What follows belongs to an exercise in optimizing a design on an open flow for small area, a short achievable clock period and few clock cycles; a production flow would make more cautious choices. Where RTL was checked, it was by simulation tests only, not by an equivalence proof against the original. Power and IR drop assume default switching activity.

==> v7: inputs <==
==> flow/design.v (excerpt) <==
module y86_pipe (
    input clk,
    input rst,
    output [8:0] imem_addr,
    input [79:0] imem_data,
    output [8:0] dmem_addr,
    output dmem_we,
    output [63:0] dmem_wdata,
    input [63:0] dmem_rdata,
    output [1:0] stat,
    input [3:0] dbg_sel,
    output [63:0] dbg_val
);
    reg [8:0] fpc;           
    reg fpc_hi;              
    reg [63:0] R [0:14];     
    reg zf, sf, of;          
    reg [1:0] st;            
    reg Dv;                  
    reg [1:0] Dst;           
    reg [3:0] Dic, Dfn, DrA, DrB;
    reg [14:0] DselB;        
    reg [63:0] DvalC;
    reg [9:0] ras;
    wire stopped = (st != 2'd0);
    function cond(input [3:0] fn, input z, input s, input o);
        case (fn)
            4'h0: cond = 1'b1;
            4'h1: cond = (s ^ o) | z;
            4'h2: cond = s ^ o;
            4'h3: cond = z;
            4'h4: cond = ~z;
            4'h5: cond = ~(s ^ o);
            4'h6: cond = ~((s ^ o) | z);
            default: cond = 1'b0;
        endcase
    endfunction
    wire [3:0] icode = imem_data[7:4];
    wire [3:0] ifun = imem_data[3:0];
    wire [3:0] rA = imem_data[15:12];
    wire [3:0] rB = imem_data[11:8];
    reg need_regids, need_valC, bad_ifun, bad_regs;
    always @(*) begin
        case (icode)
            4'h2, 4'h3, 4'h4, 4'h5, 4'h6, 4'hA, 4'hB: need_regids = 1'b1;
            default: need_regids = 1'b0;
  ...
clock: 30.0 ns
lec_check: 0
cap_margin: 20
core_margin: 2
core_utilization: 60
slew_margin: 20
synth_hierarchical: 1
standard.sh (not shown) runs the stock make flow with config.mk's settings and CLKGATE_MAP_FILE= SYNTH_SCRIPT=/design/flow/synth_recipe.tcl, a recipe that flattens the netlist after the stock synthesis.
==> flow/flow/run.sh <==
#!/bin/bash
# The standard ORFS layout (the standard.sh), with:
#  - every port buffered with buf_2 instead of the default delay buffer,
#  - repair_timing asked to keep a large setup margin (the SDC is unchanged),
#  - a clock tree of clkbuf_16 with larger sink clusters and no dummy loads.
set -euo pipefail
bash standard.sh "BUFFER_PORTS_ARGS=-buffer_cell sky130_fd_sc_hd__buf_2" SETUP_SLACK_MARGIN=17.5 \
  "CTS_ARGS=-sink_clustering_enable -repair_clock_nets -buf_list sky130_fd_sc_hd__clkbuf_16 -sink_clustering_size 24 -sink_clustering_max_diameter 80 -dont_use_dummy_load" \
  finish > standard_flow.log 2>&1
==> v8: changes against v7 <==
--- a/flow/design.v
+++ b/flow/design.v
@@ -351,18 +351,18 @@
     reg [8:0] fpc;           
     reg fpc_hi;              
     reg [63:0] R [0:14];     
     reg zf, sf, of;          
     reg [1:0] st;            
     reg Dv;                  
     reg [1:0] Dst;           
     reg [3:0] Dic, Dfn, DrA, DrB;
-    reg [14:0] DselB;        
     reg [63:0] DvalC;
+    reg [63:0] DvalA;        
     reg [9:0] ras;
     wire stopped = (st != 2'd0);
     function cond(input [3:0] fn, input z, input s, input o);
         case (fn)
             4'h0: cond = 1'b1;
             4'h1: cond = (s ^ o) | z;
             4'h2: cond = s ^ o;
             4'h3: cond = z;
@@ -427,32 +427,36 @@
     wire [1023:0] rA_in, rB_in;
     genvar g;
     generate
         for (g = 0; g < 15; g = g + 1) begin : flat
             assign rA_in[64*g +: 64] = R[g];
             assign rB_in[64*g +: 64] = R[g];
         end
     endgenerate
-    assign rA_in[1023:960] = {54'd0, ras};
+    assign rA_in[1023:960] = 64'd0;
     assign rB_in[1023:960] = 64'd0;
-    reg [15:0] selA, selB;
+    reg [15:0] selA_f, selA, selB;
     integer k;
     always @(*) begin
         for (k = 0; k < 15; k = k + 1) begin
-            selA[k] = halted ? (dbg_sel == k) : (DrA == k) && !x_call;
+            selA_f[k] = (rA == k);
+            selA[k] = halted ? (dbg_sel == k) : selA_f[k];
+            selB[k] = x_stack ? (k == 4) : (DrB == k) && !x_cmov && !x_irmov;
         end
-        selA[15] = !halted && x_call;
-        selB = {1'b0, DselB};
+        selA_f[15] = 1'b0;
+        selA[15] = 1'b0;
+        selB[15] = 1'b0;
     end
-    wire [63:0] valA, valB;
-    rf_read portA (.r(rA_in), .sel(selA), .out(valA));
+    wire [63:0] portA_out, valB;
+    rf_read portA (.r(rA_in), .sel(selA), .out(portA_out));
     rf_read portB (.r(rB_in), .sel(selB), .out(valB));
     wire [63:0] rsp = R[4];
-    assign dbg_val = valA;
+    wire [63:0] valA = DvalA;
+    assign dbg_val = portA_out;
     assign dmem_wdata = valA;
     wire sub = x_op && (Dfn[1:0] == 2'd1);
     wire dec = x_push | x_call;
     reg [63:0] opB;
     always @(*) begin
         if (x_stack) opB = dec ? -64'd8 : 64'd8;
         else if (x_irmov) opB = DvalC;
         else opB = valA ^ {64{sub}};
@@ -497,34 +501,41 @@
     assign stat = stopped ? st : x_fault ? Dst : 2'd0;
     wire x_cnd = cond(Dfn, zf, sf, of);
     wire wE = (x_cmov & x_cnd) | x_irmov | x_op;    
     wire wM = x_mrmov | x_pop;                       
     wire [63:0] wdata = wM ? dmem_rdata : alu;
     wire [63:0] wdata4 = (wM && DrA == 4'd4) ? dmem_rdata : alu;
     wire [63:0] wd = rst ? 64'd0 : wdata;
     wire [63:0] wd4 = rst ? 64'd0 : wdata4;
-    reg [14:0] we;
+    reg [14:0] we, we_x;
     integer i;
     always @(*) begin
-        for (i = 0; i < 15; i = i + 1)
-            we[i] = rst || (exec && ((wE && DrB == i) || (wM && DrA == i) || (i == 4 && x_stack)));
+        for (i = 0; i < 15; i = i + 1) begin
+            we_x[i] = exec && ((wE && DrB == i) || (wM && DrA == i) || (i == 4 && x_stack));
+            we[i] = rst || we_x[i];
+        end
     end
     always @(posedge clk) begin
         for (i = 0; i < 15; i = i + 1) begin
             if (we[i]) R[i] <= (i == 4) ? wd4 : wd;
         end
     end
+    wire fwdA = |(we_x & selA_f[14:0]);
+    always @(posedge clk) begin
+        if (icode == 4'h8) DvalA <= {54'd0, valP};    
+        else if (fwdA) DvalA <= selA_f[4] ? wdata4 : wdata;
+        else DvalA <= portA_out;
+    end
     wire fz = (go && x_op) ? alu_zf : zf;
     wire fs = (go && x_op) ? alu_sf : sf;
     wire fo = (go && x_op) ? alu_of : of;
     wire f_cnd = cond(ifun, fz, fs, fo);
     wire take = (icode == 4'h8) || ((icode == 4'h7) && f_cnd);
     wire f_ret = (icode == 4'h9);
-    wire f_stack = (icode == 4'h8) || (icode == 4'h9) || (icode == 4'hA) || (icode == 4'hB);
     assign imem_addr = fpc;
     always @(posedge clk) begin
         if (rst) begin
             fpc <= 9'd0;
             fpc_hi <= 1'b0;
             zf <= 1'b0; sf <= 1'b0; of <= 1'b0;
             st <= 2'd0;
             Dv <= 1'b0;
@@ -556,15 +567,13 @@
         end
     end
     always @(posedge clk) begin
         Dst <= f_stat;
         Dic <= icode;
         Dfn <= ifun;
         DrA <= rA;
         DrB <= rB;
-        for (k = 0; k < 15; k = k + 1)
-            DselB[k] <= (f_stack ? (k == 4) : (rB == k)) && (icode != 4'h2) && (icode != 4'h3);
         DvalC <= imem_data[79:16];
         if (rst) ras <= 10'd0;
         else if (icode == 4'h8) ras <= valP;
     end
 endmodule
==> flow/flow/run.sh (replaced) <==
#!/bin/bash
# The standard ORFS layout (the standard.sh), with:
#  - every port buffered with buf_1 instead of the default delay buffer,
#  - repair_timing asked to keep a large setup margin (the SDC is unchanged),
#  - a clock tree of clkbuf_16 with larger sink clusters and no dummy loads.
set -euo pipefail
bash standard.sh "BUFFER_PORTS_ARGS=-buffer_cell sky130_fd_sc_hd__buf_1" SETUP_SLACK_MARGIN=17.5 \
  "CTS_ARGS=-sink_clustering_enable -repair_clock_nets -buf_list sky130_fd_sc_hd__clkbuf_16 -sink_clustering_size 24 -sink_clustering_max_diameter 80 -dont_use_dummy_load" \
  finish > standard_flow.log 2>&1
CORE_UTILIZATION = 55   (was 60)
==> notes <==
Of v8 and v7, v7 has the higher non-clock buffer count (gap 40).
In v8 the worst hold slack is better than in v7, by 0.0023 ns.
In v8 the cell count is larger than in v7, by 8.4%.
Area after synthesis: v7 is lower than v8 (5.4%).
Of v7 and v8, v8 has the higher clock power (gap about 5%, measured against v8).
==> figures <==
Placed wire-length estimate after detailed placement: v7 144000 um; v8 168000 um
Outcome: v7 finished clean; v8 finished clean
Clock Network Area Fraction: v7 2.15%; v8 2.15%
Cell count after synthesis: v7 4663; v8 5046
Worst hold slack after final layout: v7 0.481 ns; v8 0.484 ns
Critical path's largest stage delay: v7 0.25 ns; v8 0.29 ns
Sink of the worst hold path: v7 sf; v8 Dst[0]
Number of placement rows: v7 112; v8 120
Reg power frac: v7 47.2%; v8 48.1%
Number of sequential storage elements: v7 1083; v8 1132
Total CTS buffers: v7 56; v8 59
Function was not checked in any run of this note: the RTL went through the layout flow alone.

---

==> job 6582 <==
y86_pipe, a different RTL version from the one above (not shown whole).
Settings: LEC_CHECK=0, CAP_MARGIN=20, CORE_MARGIN=2, CORE_UTILIZATION=55, SLEW_MARGIN=20, SYNTH_HIERARCHICAL=1; clock period 30.0 ns.
==> flow/flow/run.sh <==
#!/bin/bash
# The standard ORFS layout (the standard.sh), with:
#  - every port buffered with buf_1 instead of the default delay buffer,
#  - repair_timing asked to keep a large setup margin (the SDC is unchanged),
#  - a clock tree of clkbuf_16 with larger sink clusters and no dummy loads.
set -euo pipefail
bash standard.sh "BUFFER_PORTS_ARGS=-buffer_cell sky130_fd_sc_hd__buf_1" SETUP_SLACK_MARGIN=17.5 \
  "CTS_ARGS=-sink_clustering_enable -repair_clock_nets -buf_list sky130_fd_sc_hd__clkbuf_16 -sink_clustering_size 24 -sink_clustering_max_diameter 80 -dont_use_dummy_load" \
  finish > standard_flow.log 2>&1
==> inputs of job 6014, as changes to job 6582 <==
--- a/flow/design.v
+++ b/flow/design.v
@@ -1,35 +1,20 @@
 `timescale 1ns / 1ps
-module rf_read #(
-    parameter W = 64
-) (
-    input [16*W-1:0] r,
+module rf_read (
+    input [1023:0] r,
     input [15:0] sel,
-    output [W-1:0] out
+    output [63:0] out
 );
-    reg [W-1:0] o;
+    reg [63:0] o;
     integer i;
     always @(*) begin
-        o = {W{1'b0}};
-        for (i = 0; i < 16; i = i + 1) o = o | (r[W*i +: W] & {W{sel[i]}});
+        o = 64'd0;
+        for (i = 0; i < 16; i = i + 1) o = o | (r[64*i +: 64] & {64{sel[i]}});
     end
     assign out = o;
 endmodule
-module selA_dec (
-    input [3:0] dbg_sel,
-    input halted,
-    input [15:0] sel_run,
-    output reg [15:0] sel
-);
-    integer k;
-    always @(*) begin
-        for (k = 0; k < 15; k = k + 1)
-            sel[k] = halted ? (dbg_sel == k) : sel_run[k];
-        sel[15] = !halted && sel_run[15];
-    end
-endmodule
 module add64 (
     input [63:0] a,
     input [63:0] b,
     input cin,
     output [63:0] sum,
     output cout,
@@ -368,13 +353,12 @@
     reg [63:0] R [0:14];     
     reg zf, sf, of;          
     reg [1:0] st;            
     reg Dv;                  
     reg [1:0] Dst;           
     reg [3:0] Dic, Dfn, DrA, DrB;
-    reg [14:0] DselB;        
     reg [63:0] DvalC;
     reg [9:0] ras;
     wire stopped = (st != 2'd0);
     function cond(input [3:0] fn, input z, input s, input o);
         case (fn)
             4'h0: cond = 1'b1;
@@ -436,45 +420,34 @@
     wire x_push  = Dic == 4'hA;
     wire x_pop   = Dic == 4'hB;
     wire x_stack = x_push | x_pop | x_call | x_ret;
     wire x_fault = Dv && (Dst != 2'd0);
     wire halted = stopped || x_fault;
     wire go = Dv && (Dst == 2'd0) && !stopped;
-    wire [1023:0] rB_in;
+    wire [1023:0] rA_in, rB_in;
     genvar g;
     generate
         for (g = 0; g < 15; g = g + 1) begin : flat
+            assign rA_in[64*g +: 64] = R[g];
             assign rB_in[64*g +: 64] = R[g];
         end
     endgenerate
+    assign rA_in[1023:960] = {54'd0, ras};
     assign rB_in[1023:960] = 64'd0;
-    reg [15:0] selA_run;
-    wire [15:0] selB = {1'b0, DselB};
+    reg [15:0] selA, selB;
     integer k;
     always @(*) begin
-        for (k = 0; k < 15; k = k + 1) selA_run[k] = (DrA == k) && !x_call;
-        selA_run[15] = x_call;
+        for (k = 0; k < 15; k = k + 1) begin
+            selA[k] = halted ? (dbg_sel == k) : (DrA == k) && !x_call;
+            selB[k] = x_stack ? (k == 4) : (DrB == k) && !x_cmov && !x_irmov;
+        end
+        selA[15] = !halted && x_call;
+        selB[15] = 1'b0;
     end
     wire [63:0] valA, valB;
-    generate
-        for (g = 0; g < 4; g = g + 1) begin : pa
-            wire [255:0] rin;
-            genvar h;
-            for (h = 0; h < 15; h = h + 1) begin : rr
-                assign rin[16*h +: 16] = R[h][16*g +: 16];
-            end
-            if (g == 0) begin : lo
-                assign rin[255:240] = {6'd0, ras};
-            end else begin : hi
-                assign rin[255:240] = 16'd0;
-            end
-            wire [15:0] sel;
-            selA_dec dec (.dbg_sel(dbg_sel), .halted(halted), .sel_run(selA_run), .sel(sel));
-            rf_read #(.W(16)) port (.r(rin), .sel(sel), .out(valA[16*g +: 16]));
-        end
-    endgenerate
+    rf_read portA (.r(rA_in), .sel(selA), .out(valA));
     rf_read portB (.r(rB_in), .sel(selB), .out(valB));
     wire [63:0] rsp = R[4];
     assign dbg_val = valA;
     assign dmem_wdata = valA;
     wire sub = x_op && (Dfn[1:0] == 2'd1);
     wire dec = x_push | x_call;
@@ -543,13 +516,12 @@
     wire fz = (go && x_op) ? alu_zf : zf;
     wire fs = (go && x_op) ? alu_sf : sf;
     wire fo = (go && x_op) ? alu_of : of;
     wire f_cnd = cond(ifun, fz, fs, fo);
     wire take = (icode == 4'h8) || ((icode == 4'h7) && f_cnd);
     wire f_ret = (icode == 4'h9);
-    wire f_stack = (icode == 4'h8) || (icode == 4'h9) || (icode == 4'hA) || (icode == 4'hB);
     assign imem_addr = fpc;
     always @(posedge clk) begin
         if (rst) begin
             fpc <= 9'd0;
             fpc_hi <= 1'b0;
             zf <= 1'b0; sf <= 1'b0; of <= 1'b0;
@@ -585,13 +557,11 @@
     always @(posedge clk) begin
         Dst <= f_stat;
         Dic <= icode;
         Dfn <= ifun;
         DrA <= rA;
         DrB <= rB;
-        for (k = 0; k < 15; k = k + 1)
-            DselB[k] <= (f_stack ? (k == 4) : (rB == k)) && (icode != 4'h2) && (icode != 4'h3);
         DvalC <= imem_data[79:16];
         if (rst) ras <= 10'd0;
         else if (icode == 4'h8) ras <= valP;
     end
 endmodule
==> flow/flow/run.sh (replaced) <==
#!/bin/bash
# The standard ORFS layout (the standard.sh), with:
#  - every port buffered with buf_1 instead of the default delay buffer,
#  - repair_timing asked to keep a large setup margin (the SDC is unchanged),
#  - a clock tree of clkbuf_16 with larger sink clusters and no dummy loads.
set -euo pipefail
bash standard.sh "BUFFER_PORTS_ARGS=-buffer_cell sky130_fd_sc_hd__buf_1" SETUP_SLACK_MARGIN=15.5 \
  "CTS_ARGS=-sink_clustering_enable -repair_clock_nets -buf_list sky130_fd_sc_hd__clkbuf_16 -sink_clustering_size 24 -sink_clustering_max_diameter 80 -dont_use_dummy_load" \
  finish > standard_flow.log 2>&1
==> impl_metrics.csv <==
group,metric,value,unit
run_status,status,"complete, no violations",
grt,grt_use_met1,61.4,%
grt,grt_pass1_wl,339,mm
floorplanning,die_height,328,um
place,place_ws,14.71,ns
# the run above: job 6582

==> impl_metrics.csv <==
group,metric,value,unit
run_status,status,"complete, no violations",
place,place_ws,15.08,ns
grt,grt_pass1_wl,320,mm
grt,grt_use_met1,58.7,%
floorplanning,die_height,323,um
# the run above: job 6014

Testbench counts of job 6014, summed over its fixed seeds: cycles 140,205.
No functional check of the RTL was part of job 6582.

---

==> trial 18: inputs <==
==> flow/design.v <==
`timescale 1ns / 1ps
module rf_read (
    input [1023:0] r,
    input [15:0] sel,
    output [63:0] out
);
    reg [63:0] o;
    integer i;
    always @(*) begin
        o = 64'd0;
        for (i = 0; i < 16; i = i + 1) o = o | (r[64*i +: 64] & {64{sel[i]}});
    end
    assign out = o;
endmodule
module y86_pipe (
    input clk,
    input rst,
    output [8:0] imem_addr,
    input [79:0] imem_data,
    output [8:0] dmem_addr,
    output dmem_we,
    output [63:0] dmem_wdata,
    input [63:0] dmem_rdata,
    output [1:0] stat,
    input [3:0] dbg_sel,
    output [63:0] dbg_val
);
    reg [8:0] fpc;           
    reg fpc_hi;              
    reg [63:0] R [0:14];     
    reg zf, sf, of;          
    reg [1:0] st;            
    reg Dv;                  
    reg [1:0] Dst;           
    reg [3:0] Dic, Dfn, DrA, DrB;
    reg [63:0] DvalC;
    reg [9:0] DvalP;
    reg [9:0] Dpred;         
    reg [9:0] ras;           
    wire stopped = (st != 2'd0);
    function cond(input [3:0] fn, input z, input s, input o);
        case (fn)
            4'h0: cond = 1'b1;
            4'h1: cond = (s ^ o) | z;
            4'h2: cond = s ^ o;
            4'h3: cond = z;
            4'h4: cond = ~z;
            4'h5: cond = ~(s ^ o);
            4'h6: cond = ~((s ^ o) | z);
            default: cond = 1'b0;
        endcase
    endfunction
    wire [3:0] icode = imem_data[7:4];
    wire [3:0] ifun = imem_data[3:0];
    wire [3:0] rA = imem_data[15:12];
    wire [3:0] rB = imem_data[11:8];
    reg need_regids, need_valC, bad_ifun, bad_regs;
    always @(*) begin
        case (icode)
            4'h2, 4'h3, 4'h4, 4'h5, 4'h6, 4'hA, 4'hB: need_regids = 1'b1;
            default: need_regids = 1'b0;
        endcase
        case (icode)
            4'h3, 4'h4, 4'h5, 4'h7, 4'h8: need_valC = 1'b1;
            default: need_valC = 1'b0;
        endcase
        case (icode)
            4'h2, 4'h7: bad_ifun = (ifun > 4'h6);
            4'h6: bad_ifun = (ifun > 4'h3);
            4'hC, 4'hD, 4'hE, 4'hF: bad_ifun = 1'b1;
            default: bad_ifun = (ifun != 4'h0);
        endcase
        case (icode)
            4'h2, 4'h4, 4'h5, 4'h6: bad_regs = (rA == 4'hF) || (rB == 4'hF);
            4'h3: bad_regs = (rA != 4'hF) || (rB == 4'hF);
            4'hA, 4'hB: bad_regs = (rA == 4'hF) || (rB != 4'hF);
            default: bad_regs = 1'b0;
        endcase
    end
    wire [63:0] dest = imem_data[71:8];      
    wire [3:0] len = 4'd1 + {3'd0, need_regids} + {need_valC, 3'd0};
    wire [9:0] valP = {1'b0, fpc} + {6'd0, len};
    reg [1:0] f_stat;
    always @(*) begin
        if (fpc_hi) f_stat = 2'd2;
        else if (bad_ifun) f_stat = 2'd3;
        else if (valP > 10'd512) f_stat = 2'd2;
        else if (bad_regs) f_stat = 2'd3;
        else if (icode == 4'h0) f_stat = 2'd1;
        else f_stat = 2'd0;
    end
    wire x_cmov  = Dic == 4'h2;
    wire x_irmov = Dic == 4'h3;
    wire x_rmmov = Dic == 4'h4;
    wire x_mrmov = Dic == 4'h5;
    wire x_op    = Dic == 4'h6;
    wire x_call  = Dic == 4'h8;
    wire x_ret   = Dic == 4'h9;
    wire x_push  = Dic == 4'hA;
    wire x_pop   = Dic == 4'hB;
    wire x_stack = x_push | x_pop | x_call | x_ret;
    wire x_fault = Dv && (Dst != 2'd0);
    wire halted = stopped || x_fault;
    wire go = Dv && (Dst == 2'd0) && !stopped;
    wire [1023:0] rA_in, rB_in;
    genvar g;
    generate
        for (g = 0; g < 15; g = g + 1) begin : flat
            assign rA_in[64*g +: 64] = R[g];
            assign rB_in[64*g +: 64] = R[g];
        end
    endgenerate
    assign rA_in[1023:960] = {54'd0, DvalP};
    assign rB_in[1023:960] = 64'd0;
    reg [15:0] selA, selB;
    integer k;
    always @(*) begin
        for (k = 0; k < 15; k = k + 1) begin
            selA[k] = halted ? (dbg_sel == k) : (DrA == k) && !x_call;
            selB[k] = x_stack ? (k == 4) : (DrB == k) && !x_cmov && !x_irmov;
        end
        selA[15] = !halted && x_call;
        selB[15] = 1'b0;
    end
    wire [63:0] valA, valB;
    rf_read portA (.r(rA_in), .sel(selA), .out(valA));
    rf_read portB (.r(rB_in), .sel(selB), .out(valB));
    wire [63:0] rsp = R[4];
    assign dbg_val = valA;
    assign dmem_wdata = valA;
    wire sub = x_op & Dfn[0];
    wire dec = x_push | x_call;
    reg [63:0] opB;
    always @(*) begin
        if (x_stack) opB = dec ? -64'd8 : 64'd8;
        else if (x_irmov) opB = DvalC;
        else opB = valA ^ {64{sub}};
    end
    wire [64:0] arith_c = {valB, 1'b1} + {opB, sub};
    wire [63:0] arith = arith_c[64:1];
    wire arith_of = (valB[63] == opB[63]) && (arith[63] != valB[63]);
    reg [63:0] alu;
    always @(*) begin
        case ({x_op, Dfn[1:0]})
            3'b110: alu = valB & valA;
            3'b111: alu = valB ^ valA;
            default: alu = arith;
        endcase
    end
    wire alu_zf = (alu == 64'd0);
    wire alu_sf = alu[63];
    wire alu_of = ~Dfn[1] & arith_of;
    wire [9:0] am = {1'b0, valB[8:0]} + {1'b0, DvalC[8:0]};
    wire [63:9] ax = valB[63:9] ^ DvalC[63:9];
    wire [63:9] ao = valB[63:9] | DvalC[63:9];
    wire am_hi_zero = (ax[9] == am[9]) && ((ax[63:10] ^ ao[62:9]) == 54'd0);
    wire am_ok = am_hi_zero && !(am[8:3] == 6'h3F && am[2:0] != 3'd0);
    wire rsp_hi0 = (rsp[63:10] == 54'd0);
    wire dec_ok = rsp_hi0 && (rsp[9] ? (rsp[8:0] == 9'd0) : (rsp[8:3] != 6'd0));
    wire inc_ok = rsp_hi0 && !rsp[9] && !(rsp[8:3] == 6'h3F && rsp[2:0] != 3'd0);
    wire [8:0] rsp_dec = {rsp[8:3] - 6'd1, rsp[2:0]};
    reg mem_err;
    always @(*) begin
        case (Dic)
            4'h4, 4'h5: mem_err = !am_ok;
            4'h8, 4'hA: mem_err = !dec_ok;
            4'h9, 4'hB: mem_err = !inc_ok;
            default: mem_err = 1'b0;
        endcase
    end
    wire exec = go && !mem_err;
    wire ret_miss = (dmem_rdata != {54'd0, Dpred});
    assign dmem_addr = (x_rmmov | x_mrmov) ? am[8:0] : dec ? rsp_dec : rsp[8:0];
    assign dmem_we = exec && (x_rmmov | x_push | x_call);
    assign stat = stopped ? st : x_fault ? Dst : 2'd0;
    wire x_cnd = cond(Dfn, zf, sf, of);
    wire wE = (x_cmov & x_cnd) | x_irmov | x_op;    
    wire wM = x_mrmov | x_pop;                       
    wire [63:0] wdata = wM ? dmem_rdata : alu;
    wire [63:0] wdata4 = (wM && DrA == 4'd4) ? dmem_rdata : alu;
    wire [63:0] wd = rst ? 64'd0 : wdata;
    wire [63:0] wd4 = rst ? 64'd0 : wdata4;
    reg [14:0] we;
    integer i;
    always @(*) begin
        for (i = 0; i < 15; i = i + 1)
            we[i] = rst || (exec && ((wE && DrB == i) || (wM && DrA == i) || (i == 4 && x_stack)));
    end
    always @(posedge clk) begin
        for (i = 0; i < 15; i = i + 1) begin
            if (we[i]) R[i] <= (i == 4) ? wd4 : wd;
        end
    end
    wire fz = (go && x_op) ? alu_zf : zf;
    wire fs = (go && x_op) ? alu_sf : sf;
    wire fo = (go && x_op) ? alu_of : of;
    wire f_cnd = cond(ifun, fz, fs, fo);
    wire take = (icode == 4'h8) || ((icode == 4'h7) && f_cnd);
    wire f_ret = (icode == 4'h9);
    assign imem_addr = fpc;
    always @(posedge clk) begin
        if (rst) begin
            fpc <= 9'd0;
            fpc_hi <= 1'b0;
            zf <= 1'b0; sf <= 1'b0; of <= 1'b0;
            st <= 2'd0;
            Dv <= 1'b0;
        end else if (!stopped) begin
            if (x_fault) st <= Dst;
            else if (go && mem_err) st <= 2'd2;
            if (exec && x_op) begin
                zf <= alu_zf;
                sf <= alu_sf;
                of <= alu_of;
            end
            if (go && x_ret && ret_miss) begin
                fpc <= dmem_rdata[8:0];
                fpc_hi <= |dmem_rdata[63:9];
                Dv <= 1'b0;
            end else begin
                Dv <= 1'b1;
                if (f_ret) begin
                    fpc <= ras[8:0];
                    fpc_hi <= ras[9];
                end else if (take) begin
                    fpc <= dest[8:0];
                    fpc_hi <= |dest[63:9];
                end else begin
                    fpc <= valP[8:0];
                    fpc_hi <= valP[9];
                end
            end
        end
    end
    always @(posedge clk) begin
        Dst <= f_stat;
        Dic <= icode;
        Dfn <= ifun;
        DrA <= rA;
        DrB <= rB;
        DvalC <= imem_data[79:16];
        DvalP <= valP;
        Dpred <= ras;
        if (rst) ras <= 10'd0;
        else if (icode == 4'h8) ras <= valP;
    end
endmodule
==> flow/run.sh <==
#!/bin/bash
# synth_recipe.tcl (not shown) runs the flow's synth.tcl, then flattens the netlist and writes it again
# the make line also repeats each setting of config.mk as NAME=value (left out here)
make -C /OpenROAD-flow-scripts/flow DESIGN_CONFIG=/design/flow/config.mk WORK_HOME=/design/flow/orfs CLKGATE_MAP_FILE= SYNTH_SCRIPT=/design/flow/synth_recipe.tcl finish
==> flow/config.mk <==
export PLATFORM = sky130hd
export DESIGN_NAME = y86_pipe
export DESIGN_NICKNAME = y86_pipe
export VERILOG_FILES = /design/flow/design.v
export SDC_FILE = /design/flow/constraint.sdc
export NUM_CORES = 8
export LEC_CHECK = 0
export CAP_MARGIN = 20
export CORE_MARGIN = 2
export CORE_UTILIZATION = 40
export SLEW_MARGIN = 20
export SYNTH_HIERARCHICAL = 1
==> flow/constraint.sdc <==
create_clock -name core_clock -period 30.0 [get_ports {clk}]
set_input_delay 6.0000 -clock core_clock [delete_from_list [all_inputs] [get_ports {clk}]]
set_output_delay 6.0000 -clock core_clock [all_outputs]
set_load 0.01 [all_outputs]
==> build 73 (differences from trial 18) <==
==> flow/flow/run.sh (new file) <==
#!/bin/bash
# The standard ORFS layout (the standard.sh), with:
#  - every port buffered with buf_4 instead of the default delay buffer,
#  - repair_timing asked to keep a large setup margin (the SDC is unchanged).
set -euo pipefail
bash standard.sh "BUFFER_PORTS_ARGS=-buffer_cell sky130_fd_sc_hd__buf_4" SETUP_SLACK_MARGIN=16.5 finish > standard_flow.log 2>&1
==> flow/standard.sh (new file) <==
#!/bin/bash
# synth_recipe.tcl (not shown) runs the flow's synth.tcl, then flattens the netlist and writes it again
# the make line also repeats each setting of config.mk as NAME=value (left out here)
make -C /OpenROAD-flow-scripts/flow DESIGN_CONFIG=/design/flow/config.mk WORK_HOME=/design/flow/orfs CLKGATE_MAP_FILE= SYNTH_SCRIPT=/design/flow/synth_recipe.tcl "${@:-finish}"
CORE_UTILIZATION = 50   (was 40)
removed: flow/run.sh
==> build 13 (differences from trial 18) <==
==> flow/flow/run.sh (new file) <==
#!/bin/bash
# The standard ORFS layout (the standard.sh), with:
#  - every port buffered with buf_2 instead of the default delay buffer,
#  - repair_timing asked to keep a large setup margin (the SDC is unchanged),
#  - a clock tree of clkbuf_8 with larger sink clusters and no dummy loads.
set -euo pipefail
bash standard.sh "BUFFER_PORTS_ARGS=-buffer_cell sky130_fd_sc_hd__buf_2" SETUP_SLACK_MARGIN=16.5 \
  "CTS_ARGS=-sink_clustering_enable -repair_clock_nets -buf_list sky130_fd_sc_hd__clkbuf_8 -sink_clustering_size 20 -dont_use_dummy_load" \
  finish > standard_flow.log 2>&1
==> flow/standard.sh (new file) <==
#!/bin/bash
# synth_recipe.tcl (not shown) runs the flow's synth.tcl, then flattens the netlist and writes it again
# the make line also repeats each setting of config.mk as NAME=value (left out here)
make -C /OpenROAD-flow-scripts/flow DESIGN_CONFIG=/design/flow/config.mk WORK_HOME=/design/flow/orfs CLKGATE_MAP_FILE= SYNTH_SCRIPT=/design/flow/synth_recipe.tcl "${@:-finish}"
CORE_UTILIZATION = 60   (was 40)
removed: flow/run.sh
==> summary of the runs <==
Of build 73 and build 13, build 13 has the higher clock-buffer cell count (gap 17).
First-iteration DRC count: build 73 is higher than trial 18 (about 2.2%).
Between build 73 and build 13, the lower utilization is in build 73 (gap 11 points).
Trial 18 completed without violations. Build 13 passed the timing, DRC and antenna checks. Build 73 ran to the end with no violations.
In synthesized cell count, trial 18 and build 13 do not differ.
Against trial 18, the via count of build 73 is larger by 2.4%.
The lowest clock skew belongs to build 73, the highest to build 13.
In trial 18 the die area is higher than in build 73, by 25%.
The lowest global-route usage belongs to trial 18, the highest to build 13.
==> figures <==
item	build 73	trial 18	build 13
Most Frequent Cell on Critical Path	buf_12	-	buf_12
Clk Latency, worst-skew pair	760 ps	790 ps	910 ps
Die Span X	345.8 um	386.2 um	316.0 um
Hold Path Sink	Dpred[4]$_DFF_P_	Dpred[3]$_DFF_P_	Dpred[0]$_DFF_P_
Achievable frequency	0.07150 GHz	0.06228 GHz	0.07163 GHz
Routed length on met3	32.32 mm	32.75 mm	45.85 mm
Pre-CTS setup slack	13830 ps	14020 ps	14260 ps
Crit path largest cell delay	300 ps	700 ps	280 ps
Number of DRC markers in iteration 0	7450	7293	10300
Number of vias after detailed routing	50560	49390	53130
Outcome	no timing/DRC/antenna violations	no timing/DRC/antenna violations	no timing/DRC/antenna violations
Peak fanout along the critical path	14	34	8
Post-CTS Resized	244	0	261
Startpoint of the most critical setup path	dbg_sel[0]	dbg_sel[0]	dbg_sel[3]
Clock-cell share of area	0.05453	0.05704	0.03520
Overall fraction of global-route tracks in use	0.4271	0.3417	0.5153
Total number of tap cells	1524	1917	1276
Testbench counts of trial 18, summed over its fixed seeds: cycles 140,205.
Testbench counts of build 73, summed over its fixed seeds: cycles 140,205.
Testbench counts of build 13, summed over its fixed seeds: cycles 140,205.

re-timing with driven ports:
How much do the figures lean on ideal ports? The routed layouts below were timed once more, with nothing changed but the port constraints. Step 1 sets driving cells, clkbuf_16 on the clock port and buf_2 on the other inputs (assumed; they add their load-dependent delay and slew). Step 2 also shifts input and output timing later by t, the mid clock arrival at the registers, as if the neighbouring blocks saw the same clock. Slacks: no drivers / after step 1 / after step 2; pairs: no drivers / after step 1.
| run | shift t [ns] | setup WS [ns] | pins driven straight from the clock port |
|---|---|---|---|
| v7 | 0.779 | 15.927 / 15.869 / 15.725 | 1 |
| v8 | 0.787 | 16.035 / 15.963 / 15.963 | 1 |
| job 6582 | 0.788 | 16.014 / 15.913 / 15.501 | 1 |
| job 6014 | 0.788 | 15.469 / 15.441 / 14.994 | 1 |
| trial 18 | 0.848 | 13.944 / 13.911 / 13.601 | 1 |
| build 73 | 0.825 | 16.014 / 15.961 / 15.833 | 1 |
| build 13 | 0.935 | 16.039 / 15.966 / 15.547 | 1 |
After both steps every run listed still meets setup and hold. For job 6582, which loses most, drivers alone change the setup slack by -0.101 ns; drivers and shift together by -0.513 ns.
